This is an optimization exercise on Yosys and OpenROAD, whose aim is small area and a short achievable clock period, not a production implementation. At most, simulation tests tie the RTL to the original design; equivalence was not proved. For runs 1 and 3, only the layout was checked, not whether the RTL still works. Power is estimated from default activity; no workload was simulated.

==> flow/design.v <==
module mulcs8 (input [7:0] a, input [7:0] b, output [7:0] h0, output [7:0] h1, output c);
    wire t1 = (a[0] & b[6]) ^ (a[1] & b[5]);
    wire t2 = (a[0] & b[6]) & (a[1] & b[5]);
    wire t3 = ~(a[0] & b[7]) ^ (a[1] & b[6]) ^ (a[2] & b[5]);
    wire t4 = (~(a[0] & b[7]) & (a[1] & b[6])) | (~(a[0] & b[7]) & (a[2] & b[5])) | ((a[1] & b[6]) & (a[2] & b[5]));
    wire t5 = (a[3] & b[4]) ^ (a[4] & b[3]);
    wire t6 = (a[3] & b[4]) & (a[4] & b[3]);
    wire t7 = ~(a[1] & b[7]) ^ (a[2] & b[6]) ^ (a[3] & b[5]);
    wire t8 = (~(a[1] & b[7]) & (a[2] & b[6])) | (~(a[1] & b[7]) & (a[3] & b[5])) | ((a[2] & b[6]) & (a[3] & b[5]));
    wire t9 = (a[4] & b[4]) ^ (a[5] & b[3]) ^ (a[6] & b[2]);
    wire t10 = ((a[4] & b[4]) & (a[5] & b[3])) | ((a[4] & b[4]) & (a[6] & b[2])) | ((a[5] & b[3]) & (a[6] & b[2]));
    wire t11 = ~(a[2] & b[7]) ^ (a[3] & b[6]) ^ (a[4] & b[5]);
    wire t12 = (~(a[2] & b[7]) & (a[3] & b[6])) | (~(a[2] & b[7]) & (a[4] & b[5])) | ((a[3] & b[6]) & (a[4] & b[5]));
    wire t13 = (a[0] & b[4]) ^ (a[1] & b[3]);
    wire t14 = (a[0] & b[4]) & (a[1] & b[3]);
    wire t15 = (a[0] & b[5]) ^ (a[1] & b[4]) ^ (a[2] & b[3]);
    wire t16 = ((a[0] & b[5]) & (a[1] & b[4])) | ((a[0] & b[5]) & (a[2] & b[3])) | ((a[1] & b[4]) & (a[2] & b[3]));
    wire t17 = (a[3] & b[2]) ^ (a[4] & b[1]);
    wire t18 = (a[3] & b[2]) & (a[4] & b[1]);
    wire t19 = t1 ^ (a[2] & b[4]) ^ (a[3] & b[3]);
    wire t20 = (t1 & (a[2] & b[4])) | (t1 & (a[3] & b[3])) | ((a[2] & b[4]) & (a[3] & b[3]));
    wire t21 = (a[4] & b[2]) ^ (a[5] & b[1]) ^ (a[6] & b[0]);
    wire t22 = ((a[4] & b[2]) & (a[5] & b[1])) | ((a[4] & b[2]) & (a[6] & b[0])) | ((a[5] & b[1]) & (a[6] & b[0]));
    wire t23 = t3 ^ t5 ^ (a[5] & b[2]);
    wire t24 = (t3 & t5) | (t3 & (a[5] & b[2])) | (t5 & (a[5] & b[2]));
    wire t25 = (a[6] & b[1]) ^ ~(a[7] & b[0]) ^ t2;
    wire t26 = ((a[6] & b[1]) & ~(a[7] & b[0])) | ((a[6] & b[1]) & t2) | (~(a[7] & b[0]) & t2);
    wire t27 = t7 ^ t9 ^ ~(a[7] & b[1]);
    wire t28 = (t7 & t9) | (t7 & ~(a[7] & b[1])) | (t9 & ~(a[7] & b[1]));
    wire t29 = 1'b1 ^ t4 ^ t6;
    wire t30 = (1'b1 & t4) | (1'b1 & t6) | (t4 & t6);
    wire t31 = t11 ^ (a[5] & b[4]) ^ (a[6] & b[3]);
    wire t32 = (t11 & (a[5] & b[4])) | (t11 & (a[6] & b[3])) | ((a[5] & b[4]) & (a[6] & b[3]));
    wire t33 = ~(a[7] & b[2]) ^ t8 ^ t10;
    wire t34 = (~(a[7] & b[2]) & t8) | (~(a[7] & b[2]) & t10) | (t8 & t10);
    wire t35 = ~(a[3] & b[7]) ^ (a[4] & b[6]) ^ (a[5] & b[5]);
    wire t36 = (~(a[3] & b[7]) & (a[4] & b[6])) | (~(a[3] & b[7]) & (a[5] & b[5])) | ((a[4] & b[6]) & (a[5] & b[5]));
    wire t37 = (a[6] & b[4]) ^ ~(a[7] & b[3]) ^ t12;
    wire t38 = ((a[6] & b[4]) & ~(a[7] & b[3])) | ((a[6] & b[4]) & t12) | (~(a[7] & b[3]) & t12);
    wire t39 = ~(a[4] & b[7]) ^ (a[5] & b[6]) ^ (a[6] & b[5]);
    wire t40 = (~(a[4] & b[7]) & (a[5] & b[6])) | (~(a[4] & b[7]) & (a[6] & b[5])) | ((a[5] & b[6]) & (a[6] & b[5]));
    wire t41 = (a[0] & b[3]) ^ (a[1] & b[2]);
    wire t42 = (a[0] & b[3]) & (a[1] & b[2]);
    wire t43 = t13 ^ (a[2] & b[2]) ^ (a[3] & b[1]);
    wire t44 = (t13 & (a[2] & b[2])) | (t13 & (a[3] & b[1])) | ((a[2] & b[2]) & (a[3] & b[1]));
    wire t45 = t15 ^ t17 ^ (a[5] & b[0]);
    wire t46 = (t15 & t17) | (t15 & (a[5] & b[0])) | (t17 & (a[5] & b[0]));
    wire t47 = t19 ^ t21 ^ t16;
    wire t48 = (t19 & t21) | (t19 & t16) | (t21 & t16);
    wire t49 = t23 ^ t25 ^ t20;
    wire t50 = (t23 & t25) | (t23 & t20) | (t25 & t20);
    wire t51 = t27 ^ t29 ^ t24;
    wire t52 = (t27 & t29) | (t27 & t24) | (t29 & t24);
    wire t53 = t31 ^ t33 ^ t28;
    wire t54 = (t31 & t33) | (t31 & t28) | (t33 & t28);
    wire t55 = t35 ^ t37 ^ t32;
    wire t56 = (t35 & t37) | (t35 & t32) | (t37 & t32);
    wire t57 = t39 ^ ~(a[7] & b[4]) ^ t36;
    wire t58 = (t39 & ~(a[7] & b[4])) | (t39 & t36) | (~(a[7] & b[4]) & t36);
    wire t59 = ~(a[5] & b[7]) ^ (a[6] & b[6]) ^ ~(a[7] & b[5]);
    wire t60 = (~(a[5] & b[7]) & (a[6] & b[6])) | (~(a[5] & b[7]) & ~(a[7] & b[5])) | ((a[6] & b[6]) & ~(a[7] & b[5]));
    wire t61 = (a[0] & b[2]) ^ (a[1] & b[1]);
    wire t62 = (a[0] & b[2]) & (a[1] & b[1]);
    wire t63 = t41 ^ (a[2] & b[1]) ^ (a[3] & b[0]);
    wire t64 = (t41 & (a[2] & b[1])) | (t41 & (a[3] & b[0])) | ((a[2] & b[1]) & (a[3] & b[0]));
    wire t65 = t43 ^ (a[4] & b[0]) ^ t42;
    wire t66 = (t43 & (a[4] & b[0])) | (t43 & t42) | ((a[4] & b[0]) & t42);
    wire t67 = t45 ^ t14 ^ t44;
    wire t68 = (t45 & t14) | (t45 & t44) | (t14 & t44);
    wire t69 = t47 ^ t18 ^ t46;
    wire t70 = (t47 & t18) | (t47 & t46) | (t18 & t46);
    wire t71 = t49 ^ t22 ^ t48;
    wire t72 = (t49 & t22) | (t49 & t48) | (t22 & t48);
    wire t73 = t51 ^ t26 ^ t50;
    wire t74 = (t51 & t26) | (t51 & t50) | (t26 & t50);
    wire t75 = t53 ^ t30 ^ t52;
    wire t76 = (t53 & t30) | (t53 & t52) | (t30 & t52);
    wire t77 = t55 ^ t34 ^ t54;
    wire t78 = (t55 & t34) | (t55 & t54) | (t34 & t54);
    wire t79 = t57 ^ t38 ^ t56;
    wire t80 = (t57 & t38) | (t57 & t56) | (t38 & t56);
    wire t81 = t59 ^ t40 ^ t58;
    wire t82 = (t59 & t40) | (t59 & t58) | (t40 & t58);
    wire t83 = ~(a[6] & b[7]) ^ ~(a[7] & b[6]) ^ t60;
    wire t84 = (~(a[6] & b[7]) & ~(a[7] & b[6])) | (~(a[6] & b[7]) & t60) | (~(a[7] & b[6]) & t60);
    wire [15:0] r0 = {1'b0, (a[7] & b[7]), t83, t81, t79, t77, t75, t73, t71, t69, t67, t65, t63, t61, (a[0] & b[1]), (a[0] & b[0])};
    wire [15:0] r1 = {1'b0, t84, t82, t80, t78, t76, t74, t72, t70, t68, t66, t64, t62, (a[2] & b[0]), (a[1] & b[0]), 1'b0};
    wire [8:0] lo = r0[7:0] + r1[7:0];
    assign h0 = r0[15:8];
    assign h1 = r1[15:8];
    assign c = lo[8];
endmodule
module full_mult
(
    input  [3:0] we,
    input  src_clk, rst,
    input  signed [7:0] data_m1_real, data_m1_imag, data_m2_real, data_m2_imag,
    input  [6:0] Dir_M1, Dir_M2,
    output signed [7:0] coefficient
);
reg [511:0] m1r, m1i, m2r, m2i;
reg [3:0] wr_we;
reg [5:0] wr_a1, wr_a2;
reg [7:0] wr_d1r, wr_d1i, wr_d2r, wr_d2i;
always @(posedge src_clk) begin
    wr_we  <= we;
    wr_a1  <= Dir_M1[5:0];
    wr_a2  <= Dir_M2[5:0];
    wr_d1r <= data_m1_real;
    wr_d1i <= data_m1_imag;
    wr_d2r <= data_m2_real;
    wr_d2i <= data_m2_imag;
end
integer w;
always @(posedge src_clk) begin
    for (w = 0; w < 8; w = w + 1) begin
        if (we[0] && Dir_M1[5:0] == w) m1r[8*w +: 8] <= data_m1_real;
        if (we[2] && Dir_M1[5:0] == w) m1i[8*w +: 8] <= data_m1_imag;
        if (we[1] && Dir_M2[5:0] == w) m2r[8*w +: 8] <= data_m2_real;
        if (we[3] && Dir_M2[5:0] == w) m2i[8*w +: 8] <= data_m2_imag;
    end
    for (w = 8; w < 64; w = w + 1) begin
        if (wr_we[0] && wr_a1 == w) m1r[8*w +: 8] <= wr_d1r;
        if (wr_we[2] && wr_a1 == w) m1i[8*w +: 8] <= wr_d1i;
        if (wr_we[1] && wr_a2 == w) m2r[8*w +: 8] <= wr_d2r;
        if (wr_we[3] && wr_a2 == w) m2i[8*w +: 8] <= wr_d2i;
    end
end
reg [6:0] n;
reg [7:0] ih, jh, ih2, jh2;
reg sw;
wire [6:0] n_next = n + 7'd1;
always @(posedge src_clk or negedge rst) begin
    if (!rst) begin
        n   <= 7'd0;
        ih  <= 8'd1;
        jh  <= 8'd1;
        ih2 <= 8'd1;
        jh2 <= 8'd1;
        sw  <= 1'b0;
    end else begin
        n   <= n_next;
        jh  <= {jh[6:0], jh[7]};
        if (n[2:0] == 3'd7) ih <= {ih[6:0], ih[7]};
        ih2 <= 8'd1 << n_next[5:3];
        jh2 <= 8'd1 << n_next[2:0];
        if (n[5:0] == 6'd63) sw <= ~sw;
    end
end
reg [63:0] ar, ai, br, bi;
integer r;
always @(*) begin
    ar = 64'd0; ai = 64'd0; br = 64'd0; bi = 64'd0;
    for (r = 0; r < 8; r = r + 1) begin
        ar = ar | (m1r[64*r +: 64] & {64{ih[r]}});
        ai = ai | (m1i[64*r +: 64] & {64{ih2[r]}});
        br = br | (m2r[64*r +: 64] & {64{jh[r]}});
        bi = bi | (m2i[64*r +: 64] & {64{jh2[r]}});
    end
end
reg [63:0] s1_ar, s1_ai, s1_bx, s1_by;
reg s1_im;
always @(posedge src_clk) begin
    s1_ar <= ar;
    s1_ai <= ai;
    s1_bx <= sw ? bi : br;
    s1_by <= n[6] ? br : bi;
    s1_im <= n[6];
end
reg [63:0] s2_hx0, s2_hx1, s2_hy0, s2_hy1;
reg [7:0]  s2_cx, s2_cy;
reg s2_im;
wire [63:0] hx0, hx1, hy0, hy1;
wire [7:0]  cx, cy;
genvar g;
generate
    for (g = 0; g < 8; g = g + 1) begin : lane
        mulcs8 mx (.a(s1_ar[8*g +: 8]), .b(s1_bx[8*g +: 8]),
                   .h0(hx0[8*g +: 8]), .h1(hx1[8*g +: 8]), .c(cx[g]));
        mulcs8 my (.a(s1_ai[8*g +: 8]), .b(s1_by[8*g +: 8]),
                   .h0(hy0[8*g +: 8]), .h1(hy1[8*g +: 8]), .c(cy[g]));
    end
endgenerate
always @(posedge src_clk) begin
    s2_hx0 <= hx0; s2_hx1 <= hx1; s2_cx <= cx;
    s2_hy0 <= hy0; s2_hy1 <= hy1; s2_cy <= cy;
    s2_im  <= s1_im;
end
wire [31:0] l1x, l1y;
generate
    for (g = 0; g < 4; g = g + 1) begin : avg1
        wire [7:0] xa = s2_hx0[16*g +: 8], xb = s2_hx1[16*g +: 8];
        wire [7:0] xc = s2_hx0[16*g+8 +: 8], xd = s2_hx1[16*g+8 +: 8];
        wire [7:0] xs1 = xa ^ xb ^ xc;
        wire [8:0] xc1 = {(xa & xb) | (xa & xc) | (xb & xc), s2_cx[2*g]};
        wire [8:0] xs2 = {1'b0, xs1} ^ xc1 ^ {1'b0, xd};
        wire [8:0] xk2 = ({1'b0, xs1} & xc1) | ({1'b0, xs1} & {1'b0, xd}) | (xc1 & {1'b0, xd});
        wire [8:0] xsum = xs2 + {xk2[7:0], s2_cx[2*g+1]};
        assign l1x[8*g +: 8] = {~xsum[8], xsum[7:1]};
        wire [7:0] ya = s2_hy0[16*g +: 8], yb = s2_hy1[16*g +: 8];
        wire [7:0] yc = s2_hy0[16*g+8 +: 8], yd = s2_hy1[16*g+8 +: 8];
        wire [7:0] ys1 = ya ^ yb ^ yc;
        wire [8:0] yc1 = {(ya & yb) | (ya & yc) | (yb & yc), s2_cy[2*g]};
        wire [8:0] ys2 = {1'b0, ys1} ^ yc1 ^ {1'b0, yd};
        wire [8:0] yk2 = ({1'b0, ys1} & yc1) | ({1'b0, ys1} & {1'b0, yd}) | (yc1 & {1'b0, yd});
        wire [8:0] ysum = ys2 + {yk2[7:0], s2_cy[2*g+1]};
        assign l1y[8*g +: 8] = {~ysum[8], ysum[7:1]};
    end
endgenerate
reg [31:0] s3_x, s3_y;
reg s3_im;
always @(posedge src_clk) begin
    s3_x  <= l1x;
    s3_y  <= l1y;
    s3_im <= s2_im;
end
wire [7:0] tx, ty;
generate
    for (g = 0; g < 2; g = g + 1) begin : avg23
        wire [31:0] v = g ? s3_y : s3_x;
        wire [6:0] a = {~v[7],  v[6:1]},   b = {~v[15], v[14:9]};
        wire [6:0] c = {~v[23], v[22:17]}, d = {~v[31], v[30:25]};
        wire [6:0] s1 = a ^ b ^ c;
        wire [7:0] c1 = {(a & b) | (a & c) | (b & c), v[0] & v[8]};
        wire [7:0] s2 = {1'b0, s1} ^ c1 ^ {1'b0, d};
        wire [7:0] k2 = ({1'b0, s1} & c1) | ({1'b0, s1} & {1'b0, d}) | (c1 & {1'b0, d});
        wire [8:0] u = {1'b0, s2} + {k2, v[16] & v[24]};
        wire [7:0] t = {~u[8], u[7:1]};
        if (g) begin : gy
            assign ty = t;
        end else begin : gx
            assign tx = t;
        end
    end
endgenerate
reg [7:0] s4_x, s4_y;
reg s4_im;
always @(posedge src_clk) begin
    s4_x  <= tx;
    s4_y  <= ty;
    s4_im <= s3_im;
end
reg signed [8:0] fin;
reg [7:0] s5;
always @(*) begin
    if (s4_im) fin = $signed(s4_x) + $signed(s4_y);
    else       fin = $signed(s4_x) - $signed(s4_y);
end
always @(posedge src_clk)
    s5 <= fin[8:1];
assign coefficient = s5;
endmodule
==> flow/run.sh <==
#!/bin/bash
# synth_recipe.tcl (not shown) runs the flow's synth.tcl, then flattens the netlist and writes it again
# the make line also repeats each setting of config.mk as NAME=value (left out here)
make -C /OpenROAD-flow-scripts/flow DESIGN_CONFIG=/design/flow/config.mk WORK_HOME=/design/flow/orfs CLKGATE_MAP_FILE= SYNTH_SCRIPT=/design/flow/synth_recipe.tcl finish
==> flow/config.mk <==
export PLATFORM = sky130hd
export DESIGN_NAME = full_mult
export DESIGN_NICKNAME = full_mult
export VERILOG_FILES = /design/flow/design.v
export SDC_FILE = /design/flow/constraint.sdc
export NUM_CORES = 4
export LEC_CHECK = 0
export ABC_CLOCK_PERIOD_IN_PS = 4000
export CAP_MARGIN = 20
export CORE_MARGIN = 2
export CORE_UTILIZATION = 60
export CTS_BUF_LIST = sky130_fd_sc_hd__clkbuf_16
export CTS_CLUSTER_DIAMETER = 60
export CTS_CLUSTER_SIZE = 30
export PLACE_DENSITY = 0.75
export SETUP_SLACK_MARGIN = 5
export SLEW_MARGIN = 20
==> flow/constraint.sdc <==
create_clock -name core_clock -period 9.0 [get_ports {src_clk}]
set_input_delay 1.8000 -clock core_clock [delete_from_list [all_inputs] [get_ports {src_clk}]]
set_output_delay 1.8000 -clock core_clock [all_outputs]
set_load 0.01 [all_outputs]
==> impl_results.md, run 1 <==
- IO Pins: 60
- Top cells by area, synth: edfxtp_1 (53%), fa_1 (12%), dfxtp_1 (11%), a22oi_1 (6.6%), and2_1 (3.6%)
- Final worst-path cycle share: 39.4%
- Root buffer cell: clkbuf_16
- Setup TNS: 0 ps
- Sequential share of the synthesized area: 64.5%
- Mapped Cells: 7,894
- Post-synth top area cell: edfxtp_1
- Dpl ws: 4580 ps
- Most common cell after layout, fill and taps aside: edfxtp_1
- Post-CTS setup buffers: 0
- Vias in the first global route: between 60,000 and 70,000
- RSZ-0062 raised after global routing: false
- Max Clock Freq: 282 MHz
- Vias/cell: 6.31
- Chip Width: ~450 um
- Final Max Slew Viols: 0
- Placeable Area: roughly 190,000 um^2
- Placed inst area: 120,000 um^2
- Worst Clk Skew: roughly 70 ps
- Most frequent cells in the layout: edfxtp_1 (2,048), a22oi_1 (1,024), fa_1 (711)
- Critical Path Start Type: primary input
- Post-layout min period: 3550 ps
- CTS hold repair buffers: 0
- Setup ws final: 5450 ps
- Reg2Reg Setup Slack: around 5500 ps
- DRC: 0
- Final setup fails: 0
- Worst Setup SP: Dir_M1[3]
- Area Overhead vs Synth: 7.54%
- Critical path endpoint: m1r[12]$_DFFE_PP_
- Initial antenna violation count: 27
- WP data required: 9480 ps
- Crit end category: flip-flop
- Synth Flop Type: edfxtp_1
- Later-pin clock latency in the skew report: 870 ps
- Register bit total from synthesis: 2,724
- Site Rows: 161
- Cts repair resizes: 0
- Clock Path Buffers: 3
- Async set-reset flop share out of synthesis: 1.47%
- Synth Warn #: 1
- CTS tree: built
- Die Span Y: roughly 450 um
- Num CTS Buffers: 152
- Global route overflow: 0
- Detail Route Antenna Nets: 0
- Number of enable flip-flop cells after synthesis: 2,048
- Vias after detailed routing: between 60,000 and 70,000
- Num Clock Sinks: 2,724
- Port-buffer cells: 57
- Detailed Route Iter0 Violations: roughly 8,700
- # nets final: between 8,000 and 9,000
- Clock slew seen by the registers of the worst setup and hold paths: roughly 110 ps
- Slew headroom: 18.8%
- Slew @ Worst Pin: around 1200 ps
- Min Hold Slack: roughly 340 ps
- First-pass GRT wire length: approximately 430,000 um
- Power Dens Cells: 194 nW/um^2
- Status: finished clean
- Worst hold path class: reg2reg
- Htree depth: 4
- Area fraction of the dominant cell type after synthesis: ~53%
- GRT Total Usage: 29.5%
- Final instance area: 125,000 um^2
- Crit path max fanout: 8
- CP Class: in2reg
- R2R cell count: 9
- Routed WL per cell: 27.7 um
- Critical path arrival: 4030 ps
- Initial core utilization: 60.5%
- WHS Path Cells: 0
- Largest net degree at the start of global routing: 71
- Syn nets: 8,949
- Avg Inst Size Synth: 14.8 um^2
- R2R Path Start: avg1[3].ya[0]$_DFF_P_
- Synth cell types: 51
- Leak Pwr: 0.0446 uW
- Overall Power: between 20,000 and 25,000 uW
- Routability congestion estimate: 0.886
- First-pass DRT Iterations: 9
- Final Hold Fails: 0
- Post-DP HPWL: 187,000 um
- Mapped cell area: 117,000 um^2
- Reg2Reg Capture Point: s3_y[31]$_DFF_P_
- Peak supply drop: 0.320 mV
- Share of cells above drive strength 1: 4.85%
- Final WL: 292,000 um
- Max Cap Viol: 0
- Total die area: ~200,000 um^2
cells in the mapped netlist, types with 5 or more instances:
cell type     n
a211o_1       8
a21o_1       20
a21oi_1     209
a21oi_2       5
a22oi_1    1024
a31o_2        5
a41o_1       17
and2_1      677
and3_1        9
and4_1       64
buf_1        88
buf_2        45
clkbuf_1    137
dfrtp_1      36
dfxtp_1     636
edfxtp_1   2048
fa_1        711
ha_1        292
inv_1       563
mux2_2        9
nand2_1     399
nand2b_1      9
nand3_1      33
nand3b_1      6
nand4_1     195
nor2_1      429
nor2b_1      26
nor3_1       17
o21a_1       20
o21ai_0      24
o41ai_1       7
or3_1        11
xnor2_1      56
xor2_1       23
critical path, stage by stage:
cell and delay (ps):
clkdlybuf4s50_1 450, or3_1 470, or3_1 520, nor2_1 790
logic make-up (layout without fill, tap and decap cells):
logic type	count (synthesis)	after routing	synth area share [%]
flops	2724	2724	64.5
simple gates	1885	1885	8.45
compound gates	1361	1361	8.35
fa+ha+maj	1003	1003	15.3
buf+inv	833	916	2.73
xor+xnor	79	79	0.593
mux	9	9	0.0868
other cells	0	14	0
routing by layer:
layer | vias to the layer above | GRT usage, % | wire length [um]
met3 | 570 | 6.47 | 31700
met1 | 33500 | 39.6 | 108000
met4 | 8 | 13.4 | 15000
met5 | - | 0 | 52
met2 | 3720 | 46.6 | 137000
li1 | 28500 | - | -
metrics by stage:
stage / util (%) / std cells
floorplan: - / 7894
global placement: 62.0 / 10200
detailed placement: 62.0 / 10200
CTS: 65.0 / 10500
global route: 65.0 / 10500
finish: 65.0 / 10500
worst min-delay path by stage:
stage,endpoint,from,slack (ps)
floorplan,s2_im$_DFF_P_,s1_im$_DFF_P_,310
global placement,s3_im$_DFF_P_,s2_im$_DFF_P_,310
detailed placement,s3_im$_DFF_P_,s2_im$_DFF_P_,320
CTS,s3_im$_DFF_P_,s2_im$_DFF_P_,340
global route,s2_im$_DFF_P_,s1_im$_DFF_P_,350
finish,s3_im$_DFF_P_,s2_im$_DFF_P_,340
where the power goes:
group,switching [uW],leakage (uW),internal (uW)
Sequential,271,0.0241,13700
Combinational,1270,0.0176,774
Clock,4690,0.00281,3660
sequential cells by signal, summed over array words and instances, names as in the netlist, 32 cells and up:
name / count
m2r: 512
m1i: 512
s1_ai: 64
m1r: 512
s1_ar: 64
m2i: 512
s1_by: 64
s3_x: 32
s1_bx: 64
s3_y: 32
area by class of cell:
type / instances / area (um^2)
clock inverters: 130 / 1960
clock buffers: 153 / 3830
well taps: 2526 / 3160
multi-input cells: 4337 / 38300
flip-flops and latches: 2724 / 75400
inverters: 563 / 2120
diodes: 14 / 35.0
repair buffers: 70 / 693
fillers: 13300 / 67500
==> inputs of run 2 (changes only) <==
--- a/flow/design.v
+++ b/flow/design.v
@@ -86,8 +86,15 @@
     wire [15:0] r0 = {1'b0, (a[7] & b[7]), t83, t81, t79, t77, t75, t73, t71, t69, t67, t65, t63, t61, (a[0] & b[1]), (a[0] & b[0])};
     wire [15:0] r1 = {1'b0, t84, t82, t80, t78, t76, t74, t72, t70, t68, t66, t64, t62, (a[2] & b[0]), (a[1] & b[0]), 1'b0};
-    wire [8:0] lo = r0[7:0] + r1[7:0];
+    wire [7:0] gl = r0[7:0] & r1[7:0];
+    wire [7:0] pl = r0[7:0] | r1[7:0];
+    wire [1:0] g2 = {gl[7] | (pl[7] & gl[6]), gl[5] | (pl[5] & gl[4])};
+    wire [1:0] p2 = {pl[7] & pl[6], pl[5] & pl[4]};
+    wire [1:0] g2l = {gl[3] | (pl[3] & gl[2]), gl[1] | (pl[1] & gl[0])};
+    wire [1:0] p2l = {pl[3] & pl[2], pl[1] & pl[0]};
+    wire g4h = g2[1] | (p2[1] & g2[0]), p4h = p2[1] & p2[0];
+    wire g4l = g2l[1] | (p2l[1] & g2l[0]);
     assign h0 = r0[15:8];
     assign h1 = r1[15:8];
-    assign c = lo[8];
+    assign c = g4h | (p4h & g4l);
 endmodule
 module full_mult
==> flow/flow/run.sh (new file) <==
#!/bin/bash
set -euo pipefail
export SETUP_SLACK_MARGIN=6
export BUFFER_PORTS_ARGS="-buffer_cell sky130_fd_sc_hd__buf_4"
bash standard.sh > standard.log 2>&1
==> flow/standard.sh (new file) <==
#!/bin/bash
# synth_recipe.tcl (not shown) runs the flow's synth.tcl, then flattens the netlist and writes it again
# the make line also repeats each setting of config.mk as NAME=value (left out here)
make -C /OpenROAD-flow-scripts/flow DESIGN_CONFIG=/design/flow/config.mk WORK_HOME=/design/flow/orfs CLKGATE_MAP_FILE= SYNTH_SCRIPT=/design/flow/synth_recipe.tcl "${@:-finish}"
--- a/flow/config.mk
+++ b/flow/config.mk
@@ -6,5 +6,4 @@
 export NUM_CORES = 4
 export LEC_CHECK = 0
-export ABC_CLOCK_PERIOD_IN_PS = 4000
 export CAP_MARGIN = 20
 export CORE_MARGIN = 2
@@ -14,4 +13,3 @@
 export CTS_CLUSTER_SIZE = 30
 export PLACE_DENSITY = 0.75
-export SETUP_SLACK_MARGIN = 5
 export SLEW_MARGIN = 20
removed: flow/run.sh
==> run 2 against run 1 <==
Net effect:
- synthesized cell count increased by 0.14%
- clock skew decreased by 7.5 ps
- sequential cell count unchanged
- critical path type is now reg2reg
- critical endpoint is now s2_cy[5]$_DFF_P_
- largest cell class unchanged
==> impl_results.md, run 2 <==
- GRT Total Usage: roughly 30%
- Synth cell count leaders: edfxtp_1 (2,048), a22oi_1 (1,026), fa_1 (711)
- CTS hold repair buffers: 0
- Crit path max fanout: 5
- Detailed Route Iter0 Violations: 8,868
- Initial core utilization: 60.4%
- CP Class: reg2reg
- Max Cap Viol: 0
- Share of cells above drive strength 1: 9.24%
- Die Span Y: 444 um
- Leak Pwr: 0.0434 uW
- Post-DP HPWL: 190,000 um
- Most common cell after layout, fill and taps aside: edfxtp_1
- Reg area: 75,700 um^2
- WP data required: 9770 ps
- Worst hold path class: reg2reg
- Final WL: about 300,000 um
- Reg2Reg Setup Slack: slightly below 6000 ps
- Num CTS Buffers: approximately 150
- First-pass DRT Iterations: 6
- Clock slew seen by the registers of the worst setup and hold paths: ~100 ps
- First-pass GRT wire length: around 430,000 um
- Routed WL per cell: 28.0 um
- Vias in the first global route: 67,000
- Top cells by area, synth: edfxtp_1 (53%), fa_1 (12%), dfxtp_1 (11%), a22oi_1 (6.6%), and2_1 (3.1%)
- Num Clock Sinks: 2,724
- Post-layout min period: 3230 ps
- Synth Warn #: 1
- Avg Inst Size Synth: 14.7 um^2
- Site Rows: 161
- Slew @ Worst Pin: roughly 1200 ps
- Final Max Slew Viols: 0
- Area Overhead vs Synth: 8.08%
- Later-pin clock latency in the skew report: 870 ps
- Sequential share of the synthesized area: 64.8%
- Syn nets: slightly below 9,000
- Total die area: 197,000 um^2
- DRC: 0
- Placeable Area: 192,000 um^2
- Number of enable flip-flop cells after synthesis: 2,048
- Mapped Cells: a little under 8,000
- Crit end category: flip-flop
- Power Dens Cells: 191 nW/um^2
- Post-synth top area cell: edfxtp_1
- Area fraction of the dominant cell type after synthesis: 52.9%
- Critical path arrival: 4000 ps
- Worst Clk Skew: 62.5 ps
- Largest net degree at the start of global routing: 78
- Synth Flop Type: edfxtp_1
- Vias/cell: about 6.4
- Root buffer cell: clkbuf_16
- Clock Path Buffers: 3
- Port-buffer cells: 57
- Most frequent cells in the layout: edfxtp_1 (2,048), a22oi_1 (1,026), fa_1 (707)
- Detail Route Antenna Nets: 0
- Final worst-path cycle share: 35.9%
- # nets final: 8,858
- Vias after detailed routing: 67,500
- Async set-reset flop share out of synthesis: about 1.5%
- Synth cell types: slightly above 70
- Htree depth: 4
- Mapped cell area: approximately 120,000 um^2
- CTS tree: built
- Layout fillers: approximately 13,000
- Final Hold Fails: 0
- Max Clock Freq: between 300 and 400 MHz
- Critical Path Start Type: flip-flop
- Final setup fails: 0
- Final Util: ~65%
- Multi-input logic area: 38,000 um^2
- Slew headroom: 20.1%
- RSZ-0062 raised after global routing: true
- Register bit total from synthesis: 2,724
- Initial antenna violation count: 16
- IO Pins: 60
- Routability congestion estimate: 0.901
- Peak supply drop: 0.275 mV
- Setup TNS: 0 ps
- Global route overflow: 0
- Top-count cell post-synth: edfxtp_1
- Status: finished clean
- Overall Power: 24,000 uW
- Chip Width: 444 um
[run 2: cells by family after synthesis]
logic type	count (synthesis)	synth area share [%]
XOR/XNOR	49	0.370
flip-flops	2724	64.8
AO/OA/AOI/OAI	1390	8.68
AND/OR/NAND/NOR	1910	8.48
adder cells (fa/ha/maj)	946	14.7
buffers and inverters	872	2.85
multiplexers	14	0.130
[run 2: where the power goes]
part	internal [uW]	switching, uW
registers	13700	271
logic	800	1180
clock network	3570	4450
total	18100	5900
[run 2: layout make-up]
cell class / instances / share of cell area (%)
Antenna cell: 12 / 0.0239
Clock buffer: 154 / 3.07
Clock inverter: 132 / 1.20
Inverter: 579 / 1.73
Multi-Input combinational cell: 4309 / 30.3
Sequential cell: 2724 / 60.3
Tap cell: 2526 / 2.52
Timing Repair Buffer: 132 / 0.851
[run 2: stage by stage]
stage	area, um^2	hold slack (ps)	setup slack, ps	std cells
floorplan	116000	310	5870	7905
global placement	119000	311	5220	10200
global route	125000	341	5670	10600
finish	126000	335	5770	10600
detailed placement	119000	314	5180	10200
CTS	125000	336	5800	10500
[run 2: worst max-delay path, stage by stage (launching register included)]
cell and delay, ps:
dfxtp_4 380, and2_1 170, ha_1 270, inv_1 50, fa_1 480, inv_1 60
fa_1 470, inv_1 50, fa_1 470, maj3_2 320, maj3_2 310, a21oi_2 110
[run 2: routing by layer]
metal  wire length (um)  track usage [%]  vias up
met3              30600             5.81      597
met2             140000             47.3     3856
met1             110000             40.6    34300
met5                 34                0        -
met4              15500             13.6        6
li1                   -                -    28700
[run 2: path summary, 6_finish.rpt]
kind,start,endpoint,cells past startpoint
setup / recovery,s1_by[45]$_DFF_P_,s2_cy[5]$_DFF_P_,11
hold / removal,s3_im$_DFF_P_,s4_im$_DFF_P_,0
setup reg to reg,s1_by[45]$_DFF_P_,s2_cy[5]$_DFF_P_,11
hold reg to reg,s3_im$_DFF_P_,s4_im$_DFF_P_,0
max in group asynchronous,rst,ih[4]$_DFFE_PN0N_,1
min in group asynchronous,rst,jh[1]$_DFF_PN0_,1
[run 2: what timing repair did]
action                     in CTS  in global routing
buffers inserted               22                 34
pin swaps                      15                 42
setup endpoints to repair      27                 61
gates resized for setup       136                152
==> inputs of run 3 (changes only) <==
--- a/flow/design.v
+++ b/flow/design.v
@@ -107,29 +107,11 @@
 );
 reg [511:0] m1r, m1i, m2r, m2i;
-reg [3:0] wr_we;
-reg [5:0] wr_a1, wr_a2;
-reg [7:0] wr_d1r, wr_d1i, wr_d2r, wr_d2i;
-always @(posedge src_clk) begin
-    wr_we  <= we;
-    wr_a1  <= Dir_M1[5:0];
-    wr_a2  <= Dir_M2[5:0];
-    wr_d1r <= data_m1_real;
-    wr_d1i <= data_m1_imag;
-    wr_d2r <= data_m2_real;
-    wr_d2i <= data_m2_imag;
-end
 integer w;
 always @(posedge src_clk) begin
-    for (w = 0; w < 8; w = w + 1) begin
+    for (w = 0; w < 64; w = w + 1) begin
         if (we[0] && Dir_M1[5:0] == w) m1r[8*w +: 8] <= data_m1_real;
         if (we[2] && Dir_M1[5:0] == w) m1i[8*w +: 8] <= data_m1_imag;
         if (we[1] && Dir_M2[5:0] == w) m2r[8*w +: 8] <= data_m2_real;
         if (we[3] && Dir_M2[5:0] == w) m2i[8*w +: 8] <= data_m2_imag;
-    end
-    for (w = 8; w < 64; w = w + 1) begin
-        if (wr_we[0] && wr_a1 == w) m1r[8*w +: 8] <= wr_d1r;
-        if (wr_we[2] && wr_a1 == w) m1i[8*w +: 8] <= wr_d1i;
-        if (wr_we[1] && wr_a2 == w) m2r[8*w +: 8] <= wr_d2r;
-        if (wr_we[3] && wr_a2 == w) m2i[8*w +: 8] <= wr_d2i;
     end
 end
==> run 3 against run 2 <==
Net effect:
- non-clock buffer count increased by 46
- largest cell class unchanged
- core utilization grew 0.93 points
- sequential power fell by 3%
- clock power up 3.0%
==> impl_results.md, run 3 <==
- Status: finished clean
- Peak supply drop: 0.362 mV
- Sequential share of the synthesized area: 64.8%
- Synth cell types: 57
- Dpl ws: around 4700 ps
- Setup ws final: 5720 ps
- WP depth: 11
- Detail Route Antenna Nets: 0
- Number of enable flip-flop cells after synthesis: 2,048
- Area fraction of the dominant cell type after synthesis: 53.7%
- Port-buffer cells: 57
- First-pass DRT Iterations: 6
- R2R cell count: 11
- Multiplexer share of the synthesized area: 0.0884%
- Final worst-path cycle share: a little over a third
- Post-synthesis adder-cell area fraction: 14.8%
- Crit path cell chain: and2_1 > ha_1 > inv_1 > fa_1 > inv_1 > fa_1 > inv_1 > fa_1 > maj3_2 > maj3_2 > a31oi_1
- Synth Warn #: 1
- Htree depth: 4
- Final Hold Fails: 0
- Slowest-stage cell, CP: fa_1
- Worst Clk Skew: 57.8 ps
- Total die area: about 190,000 um^2
- Syn nets: 8,751
- Power Dens Cells: 192 nW/um^2
- Final setup fails: 0
- Critical path arrival: between 4000 and 5000 ps
- Routed WL per cell: 26.7 um
- Crit end category: flip-flop
- Crit path max fanout: 4
- Site Rows: between 150 and 200
- DRC: 0
- Final instance area: 126,000 um^2
- # nets final: between 8,000 and 9,000
- Final WL: between 200,000 and 300,000 um
- Worst Setup SP: s1_ar[32]$_DFF_P_
- Vias after detailed routing: 65,700
- Clock Path Buffers: 3
- Leak Pwr: 0.0432 uW
- Detailed Route Iter0 Violations: 7,767
- Post-synth top area cell: edfxtp_1
- Top Family by Delay on Critical Path: adder cells
- Num CTS Buffers: between 150 and 200
- Largest family of logic cells by synthesized area: adder cells
- Num Clock Sinks: roughly 2,700
- Critical Path Start Type: flip-flop
- Chip Width: ~440 um
- Placeable Area: 190,000 um^2
- Worst hold path class: reg2reg
- Clock slew seen by the registers of the worst setup and hold paths: 90 ps
- Setup TNS: 0 ps
- Critical path endpoint: s2_cx[4]$_DFF_P_
- Slew @ Worst Pin: 1060 ps
- Largest net degree at the start of global routing: 97
- Initial core utilization: 60.3%
- RSZ-0062 raised after global routing: true
- XOR/XNOR share of the synthesized area: 0.581%
- CTS tree: built
- Async set-reset flop share out of synthesis: 1.49%
- Max Cap Viol: 0
- CP Class: reg2reg
- Slew headroom: 29.0%
- Vias/cell: about 6.3
- Critical path buffers and inverters: 3
- Post-layout min period: 3280 ps
- Reg2Reg Capture Point: s2_cx[4]$_DFF_P_
- Area Overhead vs Synth: 9.69%
- Top cells by area, synth: edfxtp_1 (54%), fa_1 (12%), dfxtp_1 (10%), a22oi_1 (6.8%), and2_1 (3.2%)
- Share of cells above drive strength 1: 12.6%
- WP data required: between 9000 and 10,000 ps
- Root buffer cell: clkbuf_16
- R2R Path Start: s1_ar[32]$_DFF_P_
- Global route overflow: 0
- Synth cell count leaders: edfxtp_1 (2,048), a22oi_1 (1,033), fa_1 (711)
- Most frequent cells in the layout: edfxtp_1 (2,048), a22oi_1 (1,033), fa_1 (701)
- Reg2Reg Setup Slack: 5720 ps
- First-pass GRT wire length: just over 400,000 um
- Routability congestion estimate: 0.892
- Placed inst area: 118,000 um^2
- Top-count cell post-synth: edfxtp_1
- Vias in the first global route: about 66,000
- Register bit total from synthesis: ~2,700
- Later-pin clock latency in the skew report: 880 ps
- Final Max Slew Viols: 0
- Mapped Cells: 7,792
- Mapped cell area: around 110,000 um^2
- GRT Total Usage: 28.9%
- Post-DP HPWL: between 150,000 and 200,000 um
- Die Span Y: about 440 um
- Compound-Gate Fraction of Synth Area: 8.55%
- Initial antenna violation count: 16
- Slowest stage delay, CP: 480 ps
- Synth Flop Type: edfxtp_1
- Final Util: 66.2%
- Avg Inst Size Synth: 14.7 um^2
- Simple-gate area share of the yosys netlist: 8.27%
- Max Clock Freq: 305 MHz
- IO Pins: 60
- Most common cell after layout, fill and taps aside: edfxtp_1
## run 3: cell types whose count changed in the layout (fill, tap and decap cells not counted), sizes merged, moves of 9 or more
| cell | change |
|---|---|
| a21boi | -16 |
| a21oi | +18 |
| a2bb2oi | +9 |
| a32o | -10 |
| buf | +46 |
| dfxtp | -48 |
| maj3 | -10 |
| nand2 | +28 |
| nor2 | -25 |
| nor2b | -18 |
| nor3 | -21 |
| o21a | -9 |
| or2 | -9 |
| xnor2 | +26 |
## run 3: worst reg2reg max path, stage by stage, from the launching register on
cell	delay [ps]
dfxtp_4	370
and2_1	160
ha_1	280
inv_1	50
fa_1	470
inv_1	50
fa_1	480
inv_1	50
fa_1	460
maj3_2	330
maj3_2	310
a31oi_1	190
## run 3: what timing repair did
item                       4_1_cts  5_1_grt
hold buffers                     0        0
setup endpoints to repair      672      900
setup buffers                   31       53
pin swaps                       24       48
resized for setup              266      232
## run 3: kinds of logic after synthesis
family | after synthesis
DFF | 2676
and+or+nand+nor | 1849
AOI/OAI and AO/OA | 1365
adders and majority gates | 936
buffers and inverters | 881
xor gates and xnor gates | 76
muxes | 9
## run 3: layout make-up
type | count | area [um^2]
Sequential cell | 2676 | 74700
Fill cell | 12700 | 64300
Multi-Input combinational cell | 4235 | 38500
Clock buffer | 157 | 3930
Tap cell | 2511 | 3140
Inverter | 589 | 2210
Clock inverter | 126 | 1780
Timing Repair Buffer | 178 | 1370
Antenna cell | 10 | 25.0
## run 3: worst min-delay path by stage
stage | slack [ps] | cells past startpoint | startpoint | end
after CTS | 340 | 0 | s1_im$_DFF_P_ | s2_im$_DFF_P_
after detailed placement | 320 | 0 | s1_im$_DFF_P_ | s2_im$_DFF_P_
after floorplan | 310 | 0 | s1_im$_DFF_P_ | s2_im$_DFF_P_
after global placement | 310 | 0 | s1_im$_DFF_P_ | s2_im$_DFF_P_
final | 340 | 0 | s1_im$_DFF_P_ | s2_im$_DFF_P_
after global routing | 340 | 0 | s1_im$_DFF_P_ | s2_im$_DFF_P_
## run 3: per-stage QoR
stage / power (uW) / hold WS [ps] / instances
final: 24100 / 337 / 10500
after floorplan: 15000 / 310 / 7792
after global routing: 24800 / 345 / 10500
after CTS: 24000 / 340 / 10400
after detailed placement: 15800 / 320 / 10100
after global placement: 15700 / 313 / 10100
## run 3: report_power, final
part           internal [uW]  switching (uW)
Combinational            867            1360
Clock                   3720            4540
Sequential             13500             136
## run 3: per-layer routing
| metal | global-route usage (%) | vias up | wire (um) |
|---|---|---|---|
| met1 | 39.3 | 33500 | 107000 |
| li1 | - | 28300 | - |
| met2 | 46.0 | 3340 | 133000 |
| met5 | 0 | - | 57 |
| met3 | 5.27 | 496 | 25500 |
| met4 | 12.9 | 8 | 13900 |
==> inputs of run 4 (changes only) <==
--- a/flow/design.v
+++ b/flow/design.v
@@ -1,3 +1,4 @@
-module mulcs8 (input [7:0] a, input [7:0] b, output [7:0] h0, output [7:0] h1, output c);
+module mulcs8 (input [7:0] a, input [7:0] b, output [7:0] h0, output [7:0] h1,
+               output [1:0] l0, output [1:0] l1, output c6);
     wire t1 = (a[0] & b[6]) ^ (a[1] & b[5]);
     wire t2 = (a[0] & b[6]) & (a[1] & b[5]);
@@ -86,15 +87,15 @@
     wire [15:0] r0 = {1'b0, (a[7] & b[7]), t83, t81, t79, t77, t75, t73, t71, t69, t67, t65, t63, t61, (a[0] & b[1]), (a[0] & b[0])};
     wire [15:0] r1 = {1'b0, t84, t82, t80, t78, t76, t74, t72, t70, t68, t66, t64, t62, (a[2] & b[0]), (a[1] & b[0]), 1'b0};
-    wire [7:0] gl = r0[7:0] & r1[7:0];
-    wire [7:0] pl = r0[7:0] | r1[7:0];
-    wire [1:0] g2 = {gl[7] | (pl[7] & gl[6]), gl[5] | (pl[5] & gl[4])};
-    wire [1:0] p2 = {pl[7] & pl[6], pl[5] & pl[4]};
-    wire [1:0] g2l = {gl[3] | (pl[3] & gl[2]), gl[1] | (pl[1] & gl[0])};
-    wire [1:0] p2l = {pl[3] & pl[2], pl[1] & pl[0]};
-    wire g4h = g2[1] | (p2[1] & g2[0]), p4h = p2[1] & p2[0];
-    wire g4l = g2l[1] | (p2l[1] & g2l[0]);
+    wire [5:0] gl = r0[5:0] & r1[5:0];
+    wire [5:0] pl = r0[5:0] | r1[5:0];
+    wire g10 = gl[1] | (pl[1] & gl[0]);
+    wire g32 = gl[3] | (pl[3] & gl[2]), p32 = pl[3] & pl[2];
+    wire g54 = gl[5] | (pl[5] & gl[4]), p54 = pl[5] & pl[4];
+    wire g30 = g32 | (p32 & g10);
     assign h0 = r0[15:8];
     assign h1 = r1[15:8];
-    assign c = g4h | (p4h & g4l);
+    assign l0 = r0[7:6];
+    assign l1 = r1[7:6];
+    assign c6 = g54 | (p54 & g30);
 endmodule
 module full_mult
@@ -107,11 +108,29 @@
 );
 reg [511:0] m1r, m1i, m2r, m2i;
+reg [3:0] wr_we;
+reg [5:0] wr_a1, wr_a2;
+reg [7:0] wr_d1r, wr_d1i, wr_d2r, wr_d2i;
+always @(posedge src_clk) begin
+    wr_we  <= we;
+    wr_a1  <= Dir_M1[5:0];
+    wr_a2  <= Dir_M2[5:0];
+    wr_d1r <= data_m1_real;
+    wr_d1i <= data_m1_imag;
+    wr_d2r <= data_m2_real;
+    wr_d2i <= data_m2_imag;
+end
 integer w;
 always @(posedge src_clk) begin
-    for (w = 0; w < 64; w = w + 1) begin
+    for (w = 0; w < 8; w = w + 1) begin
         if (we[0] && Dir_M1[5:0] == w) m1r[8*w +: 8] <= data_m1_real;
         if (we[2] && Dir_M1[5:0] == w) m1i[8*w +: 8] <= data_m1_imag;
         if (we[1] && Dir_M2[5:0] == w) m2r[8*w +: 8] <= data_m2_real;
         if (we[3] && Dir_M2[5:0] == w) m2i[8*w +: 8] <= data_m2_imag;
+    end
+    for (w = 8; w < 64; w = w + 1) begin
+        if (wr_we[0] && wr_a1 == w) m1r[8*w +: 8] <= wr_d1r;
+        if (wr_we[2] && wr_a1 == w) m1i[8*w +: 8] <= wr_d1i;
+        if (wr_we[1] && wr_a2 == w) m2r[8*w +: 8] <= wr_d2r;
+        if (wr_we[3] && wr_a2 == w) m2i[8*w +: 8] <= wr_d2i;
     end
 end
@@ -158,21 +177,37 @@
 end
 reg [63:0] s2_hx0, s2_hx1, s2_hy0, s2_hy1;
-reg [7:0]  s2_cx, s2_cy;
+reg [15:0] s2_lx0, s2_lx1, s2_ly0, s2_ly1;
+reg [7:0]  s2_cx6, s2_cy6;
 reg s2_im;
 wire [63:0] hx0, hx1, hy0, hy1;
-wire [7:0]  cx, cy;
+wire [15:0] lx0, lx1, ly0, ly1;
+wire [7:0]  cx6, cy6;
 genvar g;
 generate
     for (g = 0; g < 8; g = g + 1) begin : lane
         mulcs8 mx (.a(s1_ar[8*g +: 8]), .b(s1_bx[8*g +: 8]),
-                   .h0(hx0[8*g +: 8]), .h1(hx1[8*g +: 8]), .c(cx[g]));
+                   .h0(hx0[8*g +: 8]), .h1(hx1[8*g +: 8]),
+                   .l0(lx0[2*g +: 2]), .l1(lx1[2*g +: 2]), .c6(cx6[g]));
         mulcs8 my (.a(s1_ai[8*g +: 8]), .b(s1_by[8*g +: 8]),
-                   .h0(hy0[8*g +: 8]), .h1(hy1[8*g +: 8]), .c(cy[g]));
+                   .h0(hy0[8*g +: 8]), .h1(hy1[8*g +: 8]),
+                   .l0(ly0[2*g +: 2]), .l1(ly1[2*g +: 2]), .c6(cy6[g]));
     end
 endgenerate
 always @(posedge src_clk) begin
-    s2_hx0 <= hx0; s2_hx1 <= hx1; s2_cx <= cx;
-    s2_hy0 <= hy0; s2_hy1 <= hy1; s2_cy <= cy;
+    s2_hx0 <= hx0; s2_hx1 <= hx1; s2_lx0 <= lx0; s2_lx1 <= lx1; s2_cx6 <= cx6;
+    s2_hy0 <= hy0; s2_hy1 <= hy1; s2_ly0 <= ly0; s2_ly1 <= ly1; s2_cy6 <= cy6;
     s2_im  <= s1_im;
+end
+reg [7:0] s2_cx, s2_cy;
+integer k;
+always @(*) begin
+    for (k = 0; k < 8; k = k + 1) begin
+        s2_cx[k] = (s2_lx0[2*k+1] & s2_lx1[2*k+1])
+                 | ((s2_lx0[2*k+1] | s2_lx1[2*k+1])
+                    & ((s2_lx0[2*k] & s2_lx1[2*k]) | ((s2_lx0[2*k] | s2_lx1[2*k]) & s2_cx6[k])));
+        s2_cy[k] = (s2_ly0[2*k+1] & s2_ly1[2*k+1])
+                 | ((s2_ly0[2*k+1] | s2_ly1[2*k+1])
+                    & ((s2_ly0[2*k] & s2_ly1[2*k]) | ((s2_ly0[2*k] | s2_ly1[2*k]) & s2_cy6[k])));
+    end
 end
 wire [31:0] l1x, l1y;
--- a/flow/config.mk
+++ b/flow/config.mk
@@ -8,8 +8,8 @@
 export CAP_MARGIN = 20
 export CORE_MARGIN = 2
-export CORE_UTILIZATION = 60
+export CORE_UTILIZATION = 70
 export CTS_BUF_LIST = sky130_fd_sc_hd__clkbuf_16
 export CTS_CLUSTER_DIAMETER = 60
 export CTS_CLUSTER_SIZE = 30
-export PLACE_DENSITY = 0.75
+export PLACE_DENSITY = 0.85
 export SLEW_MARGIN = 20
==> run 4 against run 3 <==
Net effect:
- sequential cell count up 112
- area after synthesis increased by 2.6%
- largest power group unchanged
- via count up 5.9%
- worst hold slack gained 8.9 ps
==> impl_results.md, run 4 <==
- Num CTS Buffers: 146
- Crit end category: output pin
- Critical Path Start Type: flip-flop
- Detailed Route Iter0 Violations: around 11,000
- Critical path buffers and inverters: 1
- CP Class: reg2out
- Async set-reset flop share out of synthesis: about 1.4%
- Crit path cell chain: buf_6
- Root buffer cell: clkbuf_16
- Setup ws final: about 5900 ps
- Final Hold Fails: 0
- # nets final: 8,949
- Vias after detailed routing: 69,500
- Final WL: 297,000 um
- Site Rows: 150
- Most common cell after layout, fill and taps aside: edfxtp_1
- Top-count cell post-synth: edfxtp_1
- Routed WL per cell: 28.7 um
- Final Max Slew Viols: 0
- WHS Endpoint: s4_im$_DFF_P_
- Slew headroom: 14.5%
- Post-synth top area cell: edfxtp_1
- Setup TNS: 0 ps
- Combinational cell fraction of total power: 7.2%
- Vias/cell: 6.73
- Num Clock Sinks: about 2,800
- Reg2Reg Capture Point: s1_bx[28]$_DFF_P_
- # placed instances: roughly 10,000
- Number of enable flip-flop cells after synthesis: between 2,000 and 2,500
- Synth Warn #: 1
- Port-buffer cells: 57
- Switching Share: around 24%
- Die Span Y: 414 um
- Placeable Area: 167,000 um^2
- Global route overflow: 0
- First-pass DRT Iterations: 8
- Most frequent cells in the layout: edfxtp_1 (2,048), a22oi_1 (1,032), fa_1 (705)
- R2R Path Start: jh2[4]$_DFF_PN0_
- Slew @ Worst Pin: 1280 ps
- Total die area: ~170,000 um^2
- Chip Width: 414 um
- Hold Crit Start: s3_im$_DFF_P_
- Largest net degree at the start of global routing: 81
- Area Overhead vs Synth: 6.88%
- Clock power share: 33.5%
- WP data required: 7200 ps
- Detail Route Antenna Nets: 0
- Synth cell types: 54
- Mapped Cells: 8,042
- DRC: 0
- Top Family by Delay on Critical Path: flip-flops
- Initial core utilization: 70.4%
- Max Clock Freq: 324 MHz
- Post-DP HPWL: between 150,000 and 200,000 um
- Switching power: 5810 uW
- Worst Clk Skew: 47.7 ps
- Reg2Reg Setup Slack: 5930 ps
- Dpl ws: 5170 ps
- Leak Pwr: 0.0440 uW
- Reg power frac: 59.3%
- WP depth: 1
- Worst hold path class: reg2reg
- RSZ-0062 raised after global routing: true
- Htree depth: 4
- Area fraction of the dominant cell type after synthesis: roughly 52%
- Internal power: 18,400 uW
- WHS Path Cells: 0
- Crit path max fanout: 1
- Power Dens Cells: 192 nW/um^2
- Routability congestion estimate: 0.915
- Initial antenna violation count: 21
- Final worst-path cycle share: 34.3%
- Post-layout min period: 3080 ps
- Top cells by area, synth: edfxtp_1 (52%), fa_1 (12%), dfxtp_1 (12%), a22oi_1 (6.6%), and2_1 (3.0%)
- Mapped cell area: 118,000 um^2
- Slowest-stage cell, CP: dfxtp_4
- Synth cell count leaders: edfxtp_1 (2,048), a22oi_1 (1,032), fa_1 (711)
- R2R cell count: 4
- Sequential share of the synthesized area: 65.1%
- IO Pins: 60
- Syn nets: roughly 9,000
- Final setup fails: 0
- Final std cells w/o fill: 10,300
- GRT Total Usage: a little over a third
- Slowest stage delay, CP: between 300 and 400 ps
- Synth Flop Type: edfxtp_1
- Peak supply drop: 0.239 mV
- Clock Path Buffers: 3
- Share of cells above drive strength 1: 6.24%
- Critical path arrival: 1280 ps
- Vias in the first global route: 71,100
- Avg Inst Size Synth: 14.6 um^2
- Status: finished clean
- Register bit total from synthesis: 2,788
- Later-pin clock latency in the skew report: 850 ps
- First-pass GRT wire length: approximately 440,000 um
- Clock slew seen by the registers of the worst setup and hold paths: 90 ps
- CTS tree: built
- Layout fillers: roughly 9,200
- Max Cap Viol: 0
- Min Hold Slack: between 300 and 400 ps
-- run 4: cell types whose count changed in the layout (fill, tap and decap cells not counted), sizes merged, moves of 13 or more --
cell | before | now
dfxtp | 588 | 700
buf | 178 | 83
inv | 655 | 693
o21ai | 30 | 58
o21a | 7 | 32
nand3 | 32 | 53
clkinv | 47 | 30
xnor2 | 54 | 37
nor2b | 27 | 40
-- run 4: cell families (layout without fill, tap and decap cells) --
logic type      count (synthesis)  count (layout)  share of synthesized area (%)
compound gates               1426            1426                           8.61
xor+xnor                       56              56                          0.417
fa+ha+maj                     934             934                           14.4
buf+inv                       906             975                           2.92
flops                        2788            2788                           65.1
mux                             9               9                         0.0862
other cells                     0              12                              0
simple gates                 1923            1923                           8.44
-- run 4: final cells by class --
class | count | area, um^2 | area share, %
clock inverters | 116 | 1510 | 1.20
diodes | 12 | 30.0 | 0.0239
inverters | 622 | 2340 | 1.86
clock buffers | 153 | 3830 | 3.05
flip-flops and latches | 2788 | 76700 | 61.1
repair buffers | 84 | 674 | 0.537
multi-input cells | 4348 | 37800 | 30.1
well taps | 2204 | 2760 | 2.19
-- run 4: power groups by stage --
stage | logic [uW] | registers [uW] | clock network (uW)
after global placement | 1520 | 14600 | 0
after CTS | 1650 | 14300 | 8090
after global routing | 1900 | 14300 | 8510
final | 1750 | 14300 | 8100
after floorplan | 1100 | 14400 | 0
after detailed placement | 1590 | 14600 | 0
-- run 4: how the worst max path moves through the flow --
stage,start,end,slack (ps)
after floorplan,Dir_M1[5],m1r[10]$_DFFE_PP_,6070
after global placement,Dir_M1[5],m1i[23]$_DFFE_PP_,5270
after detailed placement,Dir_M1[5],m1i[23]$_DFFE_PP_,5170
after CTS,s5[4]$_DFF_P_,coefficient[4],5850
after global routing,avg1[1].xa[0]$_DFF_P_,s3_x[15]$_DFF_P_,5870
final,s5[4]$_DFF_P_,coefficient[4],5920
-- run 4: repair_timing --
item / in CTS / in global routing
hold endpoints to repair: 0 / 0
setup buffers: 2 / 9
resized for setup: 24 / 40
pin swaps: 4 / 32
endpoints found under the setup margin: 20 / 37
cloned: 0 / 0
hold buffers: 0 / 0
-- run 4: metrics by stage --
| stage | util, % | power (uW) | instance area (um^2) |
|---|---|---|---|
| 3_5_place_dp | 71.8 | 16200 | 120000 |
| 2_1_floorplan | - | 15500 | 118000 |
| 3_3_place_gp | 71.8 | 16100 | 120000 |
| 6_report | 75.2 | 24200 | 126000 |
| 4_1_cts | 75.1 | 24000 | 125000 |
| 5_1_grt | 75.2 | 24800 | 126000 |
-- run 4: metal layers --
| layer | routed length [um] | vias up | track usage (%) |
|---|---|---|---|
| met3 | 37500 | 895 | 9.45 |
| met5 | 85 | - | 0 |
| li1 | - | 28900 | - |
| met2 | 139000 | 5055 | 54.3 |
| met1 | 98900 | 34700 | 44.3 |
| met4 | 21600 | 12 | 22.4 |
-- run 4: worst register-to-register path, stage by stage (launching register included) --
cell and delay, ps:
dfrtp_2 890, buf_4 640, a22oi_1 210, and4_1 270, a21oi_1 850
==> inputs of run 5 (changes only) <==
==> flow/flow/run.sh (replaced) <==
#!/bin/bash
set -euo pipefail
export SETUP_SLACK_MARGIN=6.3
export BUFFER_PORTS_ARGS="-buffer_cell sky130_fd_sc_hd__buf_4"
bash standard.sh > standard.log 2>&1
--- a/flow/config.mk
+++ b/flow/config.mk
@@ -8,8 +8,8 @@
 export CAP_MARGIN = 20
 export CORE_MARGIN = 2
-export CORE_UTILIZATION = 70
+export CORE_UTILIZATION = 60
 export CTS_BUF_LIST = sky130_fd_sc_hd__clkbuf_16
 export CTS_CLUSTER_DIAMETER = 60
 export CTS_CLUSTER_SIZE = 30
-export PLACE_DENSITY = 0.85
+export PLACE_DENSITY = 0.75
 export SLEW_MARGIN = 20
==> run 5 against run 4 <==
Net effect:
- clock skew grew 10 ps
- area after synthesis is the same
- still clean
- critical path depth unchanged
- routed wire length increased by 1.9%
==> impl_results.md, run 5 <==
- # nets final: 9,161
- Port-buffer cells: 57
- Synth Flop Type: edfxtp_1
- Synth cell count leaders: edfxtp_1 (2,048), a22oi_1 (1,032), fa_1 (711)
- Num Clock Sinks: roughly 2,800
- Area fraction of the dominant cell type after synthesis: 52.3%
- Min Hold Slack: 336 ps
- Top Family by Delay on Critical Path: flip-flops
- Share of cells above drive strength 1: between 10% and 20%
- Vias after detailed routing: slightly below 70,000
- Async set-reset flop share out of synthesis: roughly 1.4%
- Reg area: 77,400 um^2
- Syn nets: roughly 9,000
- Switching power: 5980 uW
- Setup TNS: 0 ps
- Clock slew seen by the registers of the worst setup and hold paths: 100 ps
- DRC: 0
- Initial core utilization: 60.3%
- Top cells by area, synth: edfxtp_1 (52%), fa_1 (12%), dfxtp_1 (12%), a22oi_1 (6.6%), and2_1 (3.0%)
- Final WL: 302,000 um
- Sequential share of the synthesized area: 65.1%
- CP Class: reg2out
- Detail Route Antenna Nets: 0
- RSZ-0062 raised after global routing: true
- Global route overflow: 0
- Placed inst area: 121,000 um^2
- Slew headroom: 18.6%
- Final instance area: 130,000 um^2
- Avg Inst Size Synth: roughly 15 um^2
- Slew @ Worst Pin: 1220 ps
- Crit path max fanout: 1
- IO Pins: 60
- Critical path arrival: about 1300 ps
- Final worst-path cycle share: 34.3%
- Initial antenna violation count: 31
- GRT Total Usage: between 30% and 40%
- Critical Path Start Type: flip-flop
- Slowest stage delay, CP: 330 ps
- Routed WL per cell: 27.5 um
- Vias in the first global route: between 60,000 and 70,000
- Final Hold Fails: 0
- Final Max Slew Viols: 0
- Worst hold path class: reg2reg
- Die Span Y: 447 um
- Register bit total from synthesis: 2,788
- Vias/cell: 6.27
- Slowest-stage cell, CP: dfxtp_2
- Top-count cell post-synth: edfxtp_1
- Post-DP HPWL: 193,000 um
- First-pass GRT wire length: about 440,000 um
- Mapped Cells: 8,042
- Internal power: 18,500 uW
- Crit end category: output pin
- Chip Width: 447 um
- Clock power share: 34.2%
- Post-synth top area cell: edfxtp_1
- Status: finished clean
- CTS hold repair buffers: 0
- Most frequent cells in the layout: edfxtp_1 (2,048), a22oi_1 (1,032), fa_1 (668)
- WP data required: 7200 ps
- Switching Share: 24.4%
- Final setup fails: 0
- Detailed Route Iter0 Violations: approximately 8,300
- Reg power frac: slightly below 60%
- Synth Warn #: 1
- Multi-input logic area: 38,800 um^2
- Clock Path Buffers: 3
- Largest net degree at the start of global routing: between 60 and 70
- Combinational cell fraction of total power: 7.9%
- Final Util: 66.6%
- Post-layout min period: 3090 ps
- CTS tree: built
- Root buffer cell: clkbuf_16
- Crit path cell chain: buf_6
- Placeable Area: 195,000 um^2
- Peak supply drop: 0.264 mV
- Area Overhead vs Synth: 10.4%
- Mapped cell area: 118,000 um^2
- Routability congestion estimate: 0.886
- Max Clock Freq: 324 MHz
- Synth cell types: 54
- Num CTS Buffers: 156
- Htree depth: 4
- Total die area: 199,000 um^2
- First-pass DRT Iterations: 9
- Max Cap Viol: 0
- Power Dens Cells: around 190 nW/um^2
- Worst Clk Skew: approximately 58 ps
- Most common cell after layout, fill and taps aside: edfxtp_1
- Leak Pwr: 0.0454 uW
- Number of enable flip-flop cells after synthesis: between 2,000 and 2,500
- Later-pin clock latency in the skew report: between 800 and 900 ps
- Layout fillers: 13,100
- Critical path buffers and inverters: 1
- Site Rows: 162
[run 5: cell counts after synthesis]
No cell type changed its count.
[run 5: cells by family after synthesis]
| group | Yosys count | share of synthesized area (%) |
|---|---|---|
| adders and majority gates | 934 | 14.4 |
| buffers and inverters | 906 | 2.92 |
| and+or+nand+nor | 1923 | 8.44 |
| xor gates and xnor gates | 56 | 0.417 |
| AOI/OAI and AO/OA | 1426 | 8.61 |
| DFF | 2788 | 65.1 |
| muxes | 9 | 0.0862 |
[run 5: cell type report]
class                   count  share of cell area, %
flip-flops and latches   2788                   59.7
multi-input cells        4348                   29.9
clock buffers             160                   3.08
well taps                2624                   2.53
inverters                 622                   1.80
repair buffers            286                   1.73
clock inverters           129                   1.29
diodes                     24                 0.0463
[run 5: stage by stage]
stage          power, uW  instances  setup WS, ps
6_report           24500      11000          5910
5_1_grt            25200      11000          5860
4_1_cts            24400      10900          5860
3_5_place_dp       16100      10500          5560
3_3_place_gp       16000      10500          5600
2_1_floorplan      15600       8042          6170
[run 5: layer usage]
layer,routed length [um],global-route usage [%]
met5,115,0
met4,17200,15.5
met3,34300,7.10
met2,141000,46.9
met1,110000,40.5
[run 5: power by group through the flow]
stage / Combinational, uW / Sequential (uW) / Clock [uW]
after global routing: 2120 / 14200 / 8870
after CTS: 1730 / 14200 / 8420
final: 1920 / 14200 / 8370
after detailed placement: 1550 / 14500 / 0
after global placement: 1500 / 14500 / 0
after floorplan: 1130 / 14400 / 0
[run 5: path summary, 6_finish.rpt]
kind	cells after the start	end	startpoint	slack, ps
worst max-delay path	1	coefficient[0]	s5[0]$_DFF_P_	5910
worst min-delay path	0	s3_im$_DFF_P_	s2_im$_DFF_P_	340
worst max register to register	10	s3_y[15]$_DFF_P_	avg1[1].yc[0]$_DFF_P_	6050
worst min register to register	0	s3_im$_DFF_P_	s2_im$_DFF_P_	340
max in group asynchronous	1	ih[3]$_DFFE_PN0N_	rst	7430
min in group asynchronous	1	jh[1]$_DFF_PN0_	rst	960
[run 5: what timing repair did]
| action | 4_1_cts | 5_1_grt |
|---|---|---|
| buffers inserted | 104 | 101 |
| pin swaps | 79 | 118 |
| setup endpoints to repair | 287 | 531 |
| endpoints found under the hold margin | 0 | 0 |
| resized for setup | 415 | 290 |
==> inputs of run 6 (changes only) <==
==> flow/flow/run.sh (replaced) <==
#!/bin/bash
set -euo pipefail
export SETUP_SLACK_MARGIN=6
export BUFFER_PORTS_ARGS="-buffer_cell sky130_fd_sc_hd__buf_4"
bash standard.sh > standard.log 2>&1
==> run 6 against run 5 <==
Net effect:
- via count shrank 1.3%
- critical path depth did not move
- die area stayed put
- core utilization fell by 1.6 points
- routed wire length down 1.5%
- sequential cell count stayed put
- design area down 2.4%
- sequential power barely moved
- maximum frequency is 0.48% higher
- total power grew 0.39%
- non-clock buffer count shrank 203
- clock power is 1% higher
- highest routed layer unchanged
==> impl_results.md, run 6 <==
- Vias after detailed routing: 68,000
- Worst Clk Skew: 67.8 ps
- Initial core utilization: 60.3%
- Final std cells w/o fill: 10,800
- Setup TNS: 0 ps
- Site Rows: 162
- Mapped Cells: 8,042
- Final instance area: ~130,000 um^2
- Max Clock Freq: ~330 MHz
- Status: finished clean
- Final Util: 65.0%
- Post-layout min period: 3070 ps
- Crit path cell chain: buf_6
- GRT Total Usage: 30.0%
- Synth cell types: 54
- Most frequent cells in the layout: edfxtp_1 (2,048), a22oi_1 (1,032), fa_1 (700)
- Placeable Area: 195,000 um^2
- Async set-reset flop share out of synthesis: 1.43%
- Critical path buffers and inverters: 1
- Reg2Reg Capture Point: s3_x[15]$_DFF_P_
- Routability congestion estimate: 0.892
- Slew @ Worst Pin: around 1200 ps
- Hold Crit Start: s2_im$_DFF_P_
- Final worst-path cycle share: 34.1%
- Detailed Route Iter0 Violations: 8,548
- Root buffer cell: clkbuf_16
- IO Pins: 60
- Number of enable flip-flop cells after synthesis: between 2,000 and 2,500
- Top-count cell post-synth: edfxtp_1
- Largest net degree at the start of global routing: 71
- R2R Path Start: avg1[1].xc[0]$_DFF_P_
- Critical path arrival: 1270 ps
- Htree depth: 4
- Chip Width: 447 um
- # placed instances: 10,500
- Vias/cell: around 6.3
- Final Hold Fails: 0
- WP data required: 7200 ps
- Vias in the first global route: between 60,000 and 70,000
- Layout fillers: 13,400
- Total die area: 199,000 um^2
- Area Overhead vs Synth: 7.71%
- Top Family by Delay on Critical Path: flip-flops
- Mapped cell area: 118,000 um^2
- RSZ-0062 raised after global routing: true
- WHS Path Cells: 0
- Initial antenna violation count: 30
- CP Class: reg2out
- # nets final: 8,959
- Final Max Slew Viols: 0
- Num CTS Buffers: 157
- Post-synth top area cell: edfxtp_1
- CTS tree: built
- Clock Path Buffers: 3
- Syn nets: 9,001
- Power Dens Cells: ~190 nW/um^2
- First-pass GRT wire length: 437,000 um
- Avg Inst Size Synth: 14.6 um^2
- Sequential share of the synthesized area: 65.1%
- Detail Route Antenna Nets: 0
- Global route overflow: 0
- Final setup fails: 0
- WHS Endpoint: s3_im$_DFF_P_
- Die Span Y: ~450 um
- Reg2Reg Setup Slack: 5980 ps
- Synth Warn #: 1
- Peak supply drop: 0.342 mV
- Critical Path Start Type: flip-flop
- Register bit total from synthesis: 2,788
- Share of cells above drive strength 1: 6.50%
- Later-pin clock latency in the skew report: a little under 900 ps
run 6: cell types whose count changed in the layout (fill, tap and decap cells not counted), sizes merged:
| cell | before | now |
|---|---|---|
| clkbuf | 162 | 159 |
| buf | 284 | 83 |
| inv | 704 | 707 |
| diode | 24 | 9 |
| clkinv | 41 | 43 |
run 6: how the worst max path moves through the flow:
stage / start / end / slack, ps / cells past startpoint
5_1_grt: s5[5]$_DFF_P_ / coefficient[5] / 5870 / 1
4_1_cts: s5[5]$_DFF_P_ / coefficient[5] / 5860 / 1
3_3_place_gp: Dir_M1[5] / m1i[5]$_DFFE_PP_ / 5280 / 4
6_report: s5[5]$_DFF_P_ / coefficient[5] / 5930 / 1
3_5_place_dp: Dir_M1[5] / m1i[3]$_DFFE_PP_ / 5270 / 4
2_1_floorplan: Dir_M1[5] / m1r[10]$_DFFE_PP_ / 6070 / 3
run 6: metal layers:
metal	global-route usage (%)	wire [um]
met5	0	89
met2	47.1	139000
met1	39.8	108000
met4	15.1	17500
met3	6.74	33200
run 6: power breakdown:
group          internal, uW  leakage (uW)  switching [uW]
sequential            14000        0.0247             304
combinational           723        0.0167            1080
clock                  3700       0.00285            4780
total                 18400        0.0442            6160
run 6: layout make-up:
| class | instances | area, um^2 | share of cell area (%) |
|---|---|---|---|
| flip-flops and latches | 2788 | 76700 | 60.6 |
| multi-input cells | 4348 | 37800 | 29.8 |
| clock buffers | 159 | 3980 | 3.14 |
| well taps | 2624 | 3280 | 2.59 |
| inverters | 622 | 2340 | 1.85 |
| clock inverters | 134 | 1830 | 1.45 |
| repair buffers | 83 | 682 | 0.539 |
| diodes | 9 | 22.5 | 0.0178 |
run 6: metrics by stage:
| step | setup slack (ps) | hold slack [ps] | power [uW] |
|---|---|---|---|
| after floorplan | 6070 | 310 | 15500 |
| after global placement | 5280 | 311 | 16200 |
| after detailed placement | 5270 | 313 | 16300 |
| after CTS | 5860 | 332 | 24600 |
| after global routing | 5870 | 337 | 25300 |
| final | 5930 | 322 | 24600 |
run 6: cell families (layout without fill, tap and decap cells):
group | count (synthesis) | after routing | share of synthesized area, %
AOI/OAI and AO/OA | 1426 | 1426 | 8.61
xor gates and xnor gates | 56 | 56 | 0.417
other | 0 | 9 | 0
adders and majority gates | 934 | 934 | 14.4
DFF | 2788 | 2788 | 65.1
buffers and inverters | 906 | 998 | 2.92
and+or+nand+nor | 1923 | 1923 | 8.44
muxes | 9 | 9 | 0.0862
run 6: timing repair:
action | CTS | global route
gates resized for setup | 21 | 41
setup endpoints to repair | 22 | 34
setup buffers | 2 | 11
hold buffers | 0 | 0
pin swaps | 3 | 26

Re-timed with assumed drivers on the ports (clkbuf_16 on the clock, buf_2 on other inputs), run 6 has 5.844 ns of setup slack against 5.929 ns with ideal ports, and 5.174 ns once port delays also move by the mid clock arrival of 0.932 ns.
